This design comes from an exercise in tuning for small area on the open sky130 flow, not from production work.
Function was checked by simulation only, so behaviour that the tests miss may differ from the original.
Power figures rest on the tool's default switching activity, not on a simulated workload.

==> inputs of job 5347 <==
## car_dash
module car_dash(clk, RST, Buttons, SW, JSTK_X, cs, write, data, debug, anode, segment);
clock: 40.0 ns
lec_check: 0
abc_area: 1
cap_margin: 0
core_margin: 2
core_utilization: 70
slew_margin: 0
standard.sh (not shown) runs the stock make flow with config.mk's settings and CLKGATE_MAP_FILE= SYNTH_SCRIPT=/design/flow/synth_recipe.tcl, a recipe that flattens the netlist after the stock synthesis.
==> flow/flow/run.sh <==
#!/bin/bash
# Own layout flow: the standard synthesis, then the combinational logic between the
# standard synthesis's registers is mapped again by ABC with area-oriented scripts (several are
# tried and the smallest netlist is kept; the registers, their names and cell types are kept),
# then the standard layout steps run on that netlist, with small port buffers.
# Each tool's full output goes to a log file of its own in the work folder (log_*.txt).
set -euo pipefail
WORK=$(pwd)
PLAT=${FLOW_PLATFORM:-sky130hd}
RES=$WORK/orfs/results/$PLAT/car_dash/base
LIB=$FLOW_HOME/platforms/$PLAT/lib/sky130_fd_sc_hd__tt_025C_1v80.lib

# 1. the standard synthesis
bash standard.sh synth > log_1_std_synth.txt 2>&1

# 2. map the combinational logic again, with each ABC script in flow/abc_*.abc
cp $RES/1_2_yosys.v $WORK/std_synth.v
SEQ=$(awk '/^  sky130_fd_sc_hd__/{t=$1} /\.CLK\(/{print t}' $WORK/std_synth.v | sort -u | tr '\n' ' ')
DONTUSE=$(grep -o -- "-dont_use [A-Za-z0-9_]*" $WORK/orfs/logs/$PLAT/car_dash/base/1_2_yosys.log | sort -u | tr '\n' ' ')
# one round: map netlist $1 with every script, keeping registers (and full adders when $3 = 1)
resyn_round() {
  local IN=$1 TAG=$2 K
  for A in flow/abc_*.abc; do
    for K in $3; do
      local N=${TAG}_$(basename $A .abc)_k$K
      local KEEP="$SEQ sky130_fd_sc_hd__conb_1"
      if [[ $K == 1 ]]; then KEEP="$KEEP sky130_fd_sc_hd__fa_1"; fi
      sed -e "s#@LIB@#$LIB#g" -e "s#@IN@#$IN#g" -e "s#@OUT@#$WORK/resyn_$N.v#g" \
          -e "s#@TOP@#${FLOW_TOP:-car_dash}#g" -e "s#@ABC@#$WORK/$A#g" -e "s#@DONTUSE@#$DONTUSE#g" \
          -e "s#@SEQ@#$KEEP#g" -e "s#@STAT@#$WORK/resyn_$N.stat#g" -e "s#@TAG@#$TAG#g" \
          flow/resyn.ys > $WORK/resyn_$N.ys
      (yosys -s $WORK/resyn_$N.ys > log_2_resyn_$N.txt 2>&1 || rm -f $WORK/resyn_$N.stat) &
    done
  done
  wait
}
pick_best() {
  BEST=""; BESTA=""
  for S in $WORK/resyn_*.stat; do
    [[ -f $S ]] || continue
    A=$(grep "Chip area for module" $S | tail -1 | awk '{print $NF}')
    if [[ -z "$BEST" ]] || awk -v a="$A" -v b="$BESTA" 'BEGIN{exit !(a < b)}'; then BEST=${S%.stat}.v; BESTA=$A; fi
  done
}
# first round from the standard synthesis, both variants; two more rounds from the best netlist
resyn_round $WORK/std_synth.v r1 "0 1"
pick_best
echo "round 1: $BEST, area $BESTA" > log_2_resyn_choice.txt
for R in r2 r3; do
  KB=0; if [[ $BEST == *_k1.v ]]; then KB=1; fi
  resyn_round $BEST $R "$KB"
  pick_best
  echo "after $R: $BEST, area $BESTA" >> log_2_resyn_choice.txt
done
cp $BEST $RES/1_2_yosys.v
rm -f $RES/1_synth.odb $RES/1_synth.sdc

# 3. the standard layout steps on the new netlist
# flow/cts_args, if there, holds the clock tree synthesis arguments (CTS_ARGS)
EXTRA=()
if [[ -f flow/cts_args ]]; then EXTRA+=("CTS_ARGS=$(cat flow/cts_args)"); fi
bash standard.sh "BUFFER_PORTS_ARGS=-buffer_cell sky130_fd_sc_hd__buf_1" "${EXTRA[@]}" finish > log_3_std_layout.txt 2>&1
test -f out/final.def
==> flow/flow/resyn.ys <==
# map the standard synthesis's combinational logic again; registers stay as they are
read_liberty -ignore_miss_func @LIB@
read_verilog -defer @IN@
hierarchy -top @TOP@
setattr -mod -set keep_hierarchy 1 @SEQ@
flatten
blackbox @SEQ@
opt_clean -purge
abc -liberty @LIB@ @DONTUSE@ -script @ABC@
opt_clean -purge
setundef -zero
hilomap -singleton -hicell sky130_fd_sc_hd__conb_1 HI -locell sky130_fd_sc_hd__conb_1 LO
insbuf -buf sky130_fd_sc_hd__buf_1 A X
opt_clean -purge
rename -enumerate -pattern rs@TAG@_%_
read_liberty -lib -nooverwrite @LIB@
check -assert
tee -o @STAT@ stat -liberty @LIB@ -top @TOP@
write_verilog -noattr -nohex -nodec -selected @OUT@
Other scripts of this flow, unchanged in this note and not shown: flow/flow/abc_a0.abc, flow/flow/abc_a1.abc, flow/flow/abc_a2.abc, flow/flow/abc_a3.abc, flow/flow/abc_a4.abc, flow/flow/abc_a5.abc, flow/flow/abc_a6.abc, flow/flow/abc_a7.abc, flow/flow/abc_d.abc, flow/flow/cts_args
==> job 2766: changes against job 5347 <==
--- a/flow/design.v
+++ b/flow/design.v
@@ -7,17 +7,17 @@
     input [9:0] JSTK_X;
     output cs, write, data, debug;
     output [7:0] anode;
     output [6:0] segment;
     parameter [27:0] M = 28'd100000000;
     wire [9:0] y;
     wire h, S, F;
     wire [1:0] z2;
-    cd_time u_time(.clk(clk), .RST(RST), .F(F), .y(y), .h(h), .z2(z2), .S(S));
+    cd_time u_time(.clk(clk), .RST(RST), .y(y), .h(h), .z2(z2), .S(S));
     wire q59     = !h && (y[9:3] == 7'd59);           
     wire q60     = !h && (y[9:4] == 6'd30);           
     wire blk1    = (q59 && (y[2:0] != 3'd0)) || (q60 && (y[3:0] <= 4'd8));    
     wire blk2    = q59 || (q60 && (y[3:0] <= 4'd9));                          
     wire t_eval1 = q60 && (y[3:0] == 4'd8);           
     wire t_eval2 = q60 && (y[3:0] == 4'd9);           
     wire t_win1  = q60 && (y[3:0] == 4'd15);          
     wire t_sw    = q59 && (y[2:0] == 3'd3);           
@@ -25,17 +25,17 @@
     wire t_rand  = q59 && (y[2:0] == 3'd7);           
     wire q339    = !h && (y[9:1] == 9'd339);          
     wire t_clr2  = q339 && !y[0];                     
     wire t_clr1  = q339 && y[0];                      
     wire y768    = (y == 10'd768);
     wire t_upd   = !h && (y == 10'd776);              
     wire bstep   = !h && (y[9:3] == 7'd96) && (y[2] || (y[1] && y[0]));    
     wire live    = F || !h;                           
-    wire clrph   = !F && h && (y[9:4] >= 6'd30) && (y[9:4] <= 6'd34);    
+    wire clrph   = !F && h && (y[9:3] == 7'd60);      
     wire [3:0] m = {y[3:1] - {1'b0, g}, y[0]};
     wire bw = (y[3:1] < {1'b0, g});
     wire [3:0] vl = y[7:4] - {3'd0, bw};
     wire rot     = live && (y[9:8] != 2'd3) && m[3] && (m[2:0] != 3'd0) && (m[2:0] != 3'd7)
                    && (vl >= 4'd2) && (vl <= 4'd13);
     wire brot    = live && (y[9:8] == 2'd2) && ((y[7:5] == 3'd0) || (y[7:5] == 3'd7)) && (y[3:1] != 3'd0) && !y[0];
     wire [2:0] w;
     cd_rand #(.M(M)) u_rand(.clk(clk), .RST(RST), .tick(t_tick), .w(w));
@@ -62,48 +62,39 @@
     cd_score u_score(.clk(clk), .RST(RST), .inc1(t_win1 && mR2[2]), .inc2(t_clr2 && mR1[2]),
                      .w1o(w1o), .w1t(w1t), .w2o(w2o), .w2t(w2t));
     cd_cell u_cell(.y(y), .g(g), .F(F), .hp1(hp1), .hp2(hp2), .tap(tap), .Bt(Bt), .cellv(cellv), .oclr(oclr));
     cd_led u_led(.clk(clk), .RST(RST), .y(y), .live(live), .y768(y768), .cellv(cellv),
                  .sq(mR2), .si(mR1), .sstep(sstep), .cs(cs), .write(write), .data(data));
     assign debug = 1'b1;
     cd_disp u_disp(.z2(z2), .S(S), .w1o(w1o), .w1t(w1t), .w2o(w2o), .w2t(w2t), .anode(anode), .segment(segment));
 endmodule
-module cd_time(input clk, input RST, input F, output reg [9:0] y, output reg h, output [1:0] z2, output S);
+module cd_time(input clk, input RST, output reg [9:0] y, output reg h, output reg [1:0] z2, output reg S);
     genvar gi;
+    reg [6:0] z;
     wire [9:0] yc;
     assign yc[0] = 1'b1;
     for (gi = 1; gi < 10; gi = gi + 1) begin : g_yc
         assign yc[gi] = yc[gi-1] & y[gi-1];
     end
     wire yw = (&y[9:5]) & (&y[2:0]);                  
-    reg [1:0] k;
-    always @(*) begin
-        if (y < 10'd28) k = 2'd0;
-        else if (y < 10'd128) k = 2'd1;
-        else if (y < 10'd228) k = 2'd2;
-        else if (y < 10'd328) k = 2'd3;
-        else if (y < 10'd428) k = 2'd0;
-        else if (y < 10'd528) k = 2'd1;
-        else if (y < 10'd628) k = 2'd2;
-        else if (y < 10'd728) k = 2'd3;
-        else if (y < 10'd828) k = 2'd0;
-        else if (y < 10'd928) k = 2'd1;
-        else if (y < 10'd1000) k = 2'd2;
-        else k = 2'bxx;
-    end
-    assign z2 = k + {h, 1'b1};
-    assign S = F || !h || (y >= 10'd628);
+    wire zw = (z == 7'd93);
     always @(posedge clk) begin
         if (RST) begin
             y <= 10'd478;
             h <= 1'b1;
+            z <= 7'd122;
+            z2 <= 2'd0;
+            S <= 1'b0;
         end else begin
             y <= yw ? 10'd0 : (y ^ yc);
             h <= h ^ yw;
+            z <= zw ? 7'd1 : {z[5:0], z[6] ^ z[5]};
+            z2 <= {z2[1] ^ (z2[0] & zw), z2[0] ^ zw};
+            S <= S | z2[1];
         end
     end
 endmodule
 module cd_rand #(parameter [27:0] M = 28'd100000000) (input clk, input RST, input tick, output [2:0] w);
     localparam [26:0] M1 = M + 1;
     localparam [27:0] E0 = -(M + 1);
     genvar gi;
     reg [27:0] e;
@@ -200,20 +191,20 @@
             hp2 <= hp2n;
             g <= gn;
             F <= 1'b1;
         end
     end
     always @(posedge clk) begin
         if (shO) begin
             Q <= {Q[70:0], Q[71]};
-            if (ins)
-                for (q = 0; q < 12; q = q + 1) Q[6 * (11 - rk(q))] <= P[q];
+            if (!rot)
+                for (q = 0; q < 12; q = q + 1) Q[6 * (11 - rk(q))] <= P[q] & F;
         end
-        if (oclr || clrph) Q[70] <= 1'b0;
+        if (oclr) Q[70] <= 1'b0;
         if (ben) begin
             for (q = 0; q < 4; q = q + 1) begin
                 b[q][0] <= bfix ? !(brow(q) == hp1 || brow(q) == hp2) : b[q][1];
                 b[q][1] <= b[q][2] & !(bfix && (brow(q) == hp1 || brow(q) == hp2));
                 for (k = 2; k < 6; k = k + 1) b[q][k] <= b[q][k+1];
                 b[q][6] <= b[q][0];
             end
         end
@@ -244,19 +235,19 @@
         input [2:0] i;
         case (i)
             3'd0: sel6 = v[0]; 3'd1: sel6 = v[1]; 3'd2: sel6 = v[2];
             3'd3: sel6 = v[3]; 3'd4: sel6 = v[4]; 3'd5: sel6 = v[5];
             default: sel6 = 1'bx;
         endcase
     endfunction
     wire pl2 = t_eval2;
-    wire [2:0] mR = mR1;
-    wire I = I1;
-    wire [1:0] C = C1;
+    wire [2:0] mR = pl2 ? mR2 : mR1;
+    wire I = pl2 ? I2 : I1;
+    wire [1:0] C = pl2 ? C2 : C1;
     wire [1:0] mi = pl2 ? mi2 : mi1;
     wire [2:0] p = pos(pl2, pl2 ? hp2 : hp1);
     wire p5 = (p == 3'd5);
     wire p0 = (p == 3'd0);
     wire side = (mi == 2'b10 && !p5) || (mi == 2'b01 && !p0);
     wire [2:0] pi = (mi == 2'b10 && !p5) ? p + 3'd1 : (mi == 2'b01 && !p0) ? p - 3'd1 : p;
     wire [3:0] qi = {1'b0, pi} + (pl2 ? 4'd0 : 4'd6);
     wire [11:0] vec = side ? orow : nr;
@@ -271,20 +262,18 @@
     wire [1:0] joy = {jlo, jhi};
     wire cap1 = !blk1 && !(mi1[1] || mi1[0]);
     wire cap2 = !blk2 && !(mi2[1] || mi2[0]);
     always @(posedge clk) begin
         if (RST) begin
             mR1 <= 3'd7; mR2 <= 0; mi1 <= 0; mi2 <= 0;
             I1 <= 0; I2 <= 0; C1 <= 0; C2 <= 0;
         end else begin
-            if (t_eval1 || t_eval2) begin
-                {mR1, I1, C1} <= {mR2, I2, C2};
-                {mR2, I2, C2} <= {mRn, In, Cn};
-            end
+            if (t_eval1) {mR1, I1, C1} <= {mRn, In, Cn};
+            if (t_eval2) {mR2, I2, C2} <= {mRn, In, Cn};
             if (sstep) begin
                 if (mR2 == 3'd6) begin
                     mR2 <= 3'd0;
                     mR1 <= mR1 - 3'd1;
                 end else mR2 <= mR2 + 3'd1;
             end
             mi1 <= {2{!clr1}} & (mi1 | ({2{cap1}} & Buttons));
             mi2 <= {2{!clr2}} & (mi2 | ({2{cap2}} & joy));
==> flow/flow/run.sh (replaced) <==
#!/bin/bash
# Own layout flow: the standard synthesis, then the combinational logic between the
# standard synthesis's registers is mapped again by ABC with area-oriented scripts (several are
# tried and the smallest netlist is kept; the registers, their names and cell types are kept),
# then the standard layout steps run on that netlist, with small port buffers.
# Each tool's full output goes to a log file of its own in the work folder (log_*.txt).
set -euo pipefail
WORK=$(pwd)
PLAT=${FLOW_PLATFORM:-sky130hd}
RES=$WORK/orfs/results/$PLAT/car_dash/base
LIB=$FLOW_HOME/platforms/$PLAT/lib/sky130_fd_sc_hd__tt_025C_1v80.lib

# 1. the standard synthesis
bash standard.sh synth > log_1_std_synth.txt 2>&1

# 2. map the combinational logic again, with each ABC script in flow/abc_*.abc
cp $RES/1_2_yosys.v $WORK/std_synth.v
SEQ=$(awk '/^  sky130_fd_sc_hd__/{t=$1} /\.CLK\(/{print t}' $WORK/std_synth.v | sort -u | tr '\n' ' ')
DONTUSE=$(grep -o -- "-dont_use [A-Za-z0-9_]*" $WORK/orfs/logs/$PLAT/car_dash/base/1_2_yosys.log | sort -u | tr '\n' ' ')
for A in flow/abc_*.abc; do
  for K in 0 1; do
    # variant K=1 also keeps the standard synthesis's full adders
    N=$(basename $A .abc)_k$K
    KEEP="$SEQ sky130_fd_sc_hd__conb_1"
    if [[ $K == 1 ]]; then KEEP="$KEEP sky130_fd_sc_hd__fa_1"; fi
    sed -e "s#@LIB@#$LIB#g" -e "s#@IN@#$WORK/std_synth.v#g" -e "s#@OUT@#$WORK/resyn_$N.v#g" \
        -e "s#@TOP@#${FLOW_TOP:-car_dash}#g" -e "s#@ABC@#$WORK/$A#g" -e "s#@DONTUSE@#$DONTUSE#g" \
        -e "s#@SEQ@#$KEEP#g" -e "s#@STAT@#$WORK/resyn_$N.stat#g" \
        flow/resyn.ys > $WORK/resyn_$N.ys
    (yosys -s $WORK/resyn_$N.ys > log_2_resyn_$N.txt 2>&1 || rm -f $WORK/resyn_$N.stat) &
  done
done
wait
BEST=""; BESTA=""
for S in $WORK/resyn_*.stat; do
  [[ -f $S ]] || continue
  A=$(grep "Chip area for module" $S | tail -1 | awk '{print $NF}')
  if [[ -z "$BEST" ]] || awk -v a="$A" -v b="$BESTA" 'BEGIN{exit !(a < b)}'; then BEST=${S%.stat}.v; BESTA=$A; fi
done
echo "kept $BEST, area $BESTA" > log_2_resyn_choice.txt
cp $BEST $RES/1_2_yosys.v
rm -f $RES/1_synth.odb $RES/1_synth.sdc

# 3. the standard layout steps on the new netlist
# flow/cts_args, if there, holds the clock tree synthesis arguments (CTS_ARGS)
EXTRA=()
if [[ -f flow/cts_args ]]; then EXTRA+=("CTS_ARGS=$(cat flow/cts_args)"); fi
bash standard.sh "BUFFER_PORTS_ARGS=-buffer_cell sky130_fd_sc_hd__buf_1" "${EXTRA[@]}" finish > log_3_std_layout.txt 2>&1
test -f out/final.def
--- a/flow/flow/resyn.ys
+++ b/flow/flow/resyn.ys
@@ -7,13 +7,13 @@
 blackbox @SEQ@
 opt_clean -purge
 abc -liberty @LIB@ @DONTUSE@ -script @ABC@
 opt_clean -purge
 setundef -zero
 hilomap -singleton -hicell sky130_fd_sc_hd__conb_1 HI -locell sky130_fd_sc_hd__conb_1 LO
 insbuf -buf sky130_fd_sc_hd__buf_1 A X
 opt_clean -purge
-rename -enumerate -pattern rs@TAG@_%_
+rename -enumerate -pattern rs_%_
 read_liberty -lib -nooverwrite @LIB@
 check -assert
 tee -o @STAT@ stat -liberty @LIB@ -top @TOP@
 write_verilog -noattr -nohex -nodec -selected @OUT@
==> run_results.csv <==
group,metric,value,unit
power,ir_drop,0.00002941,V
routing,via_per_inst,6.336,
routing,wl_met2,10540,um
layout,clock_cell_area_share,2.135,%
setup_path,crit_top_cell,"nor2_1",
setup_path,cp_num_cells,17,
sta,fmax,0.07789,GHz
setup_path,worstRegToRegCells,37,
layout,fin_util,77.01,%
die,fp-row-count,42,
grt,grt_use_total,30.48,%
die,fp.dieW,120.7,um
run_status,status,"finished clean",
(the above is from job 5347)
==> run_results.csv <==
group,metric,value,unit
run_status,status,"finished clean",
setup_path,cp_num_cells,11,
routing,via_per_inst,6.362,
die,fp-row-count,43,
sta,fmax,0.09035,GHz
setup_path,worstRegToRegCells,22,
layout,fin_util,76.29,%
routing,wl_met2,9578,um
grt,grt_use_total,28.96,%
die,fp.dieW,122.4,um
(the above is from job 2766)

==> separate check: timing with driven ports <==
The results above use ideal ports. As a check the final layouts listed here were re-extracted and re-timed, cells and wires unchanged.
Step 1 (the two cells are an assumption about what drives the block):
set clk [get_ports {clk}]
set_driving_cell -lib_cell sky130_fd_sc_hd__clkbuf_16 $clk
set_driving_cell -lib_cell sky130_fd_sc_hd__buf_2 [delete_from_list [all_inputs] $clk]
Step 2 times the ports against the registers' clock, not the clock port: input delays grow and output delays shrink by t, the midpoint of the rising clock arrivals with the driver on.
Slacks: ideal / step 1 / step 2; pairs: ideal / step 1.
run | shift t [ns] | slack for setup (ns) | clock arrival spread, ns
job 5347 | 0.656 | 27.162 / 27.127 / 27.783 | 0.037 / 0.036
job 2766 | 0.683 | 28.932 / 28.892 / 28.983 | 0.059 / 0.060
After both steps every run listed still meets setup and hold.
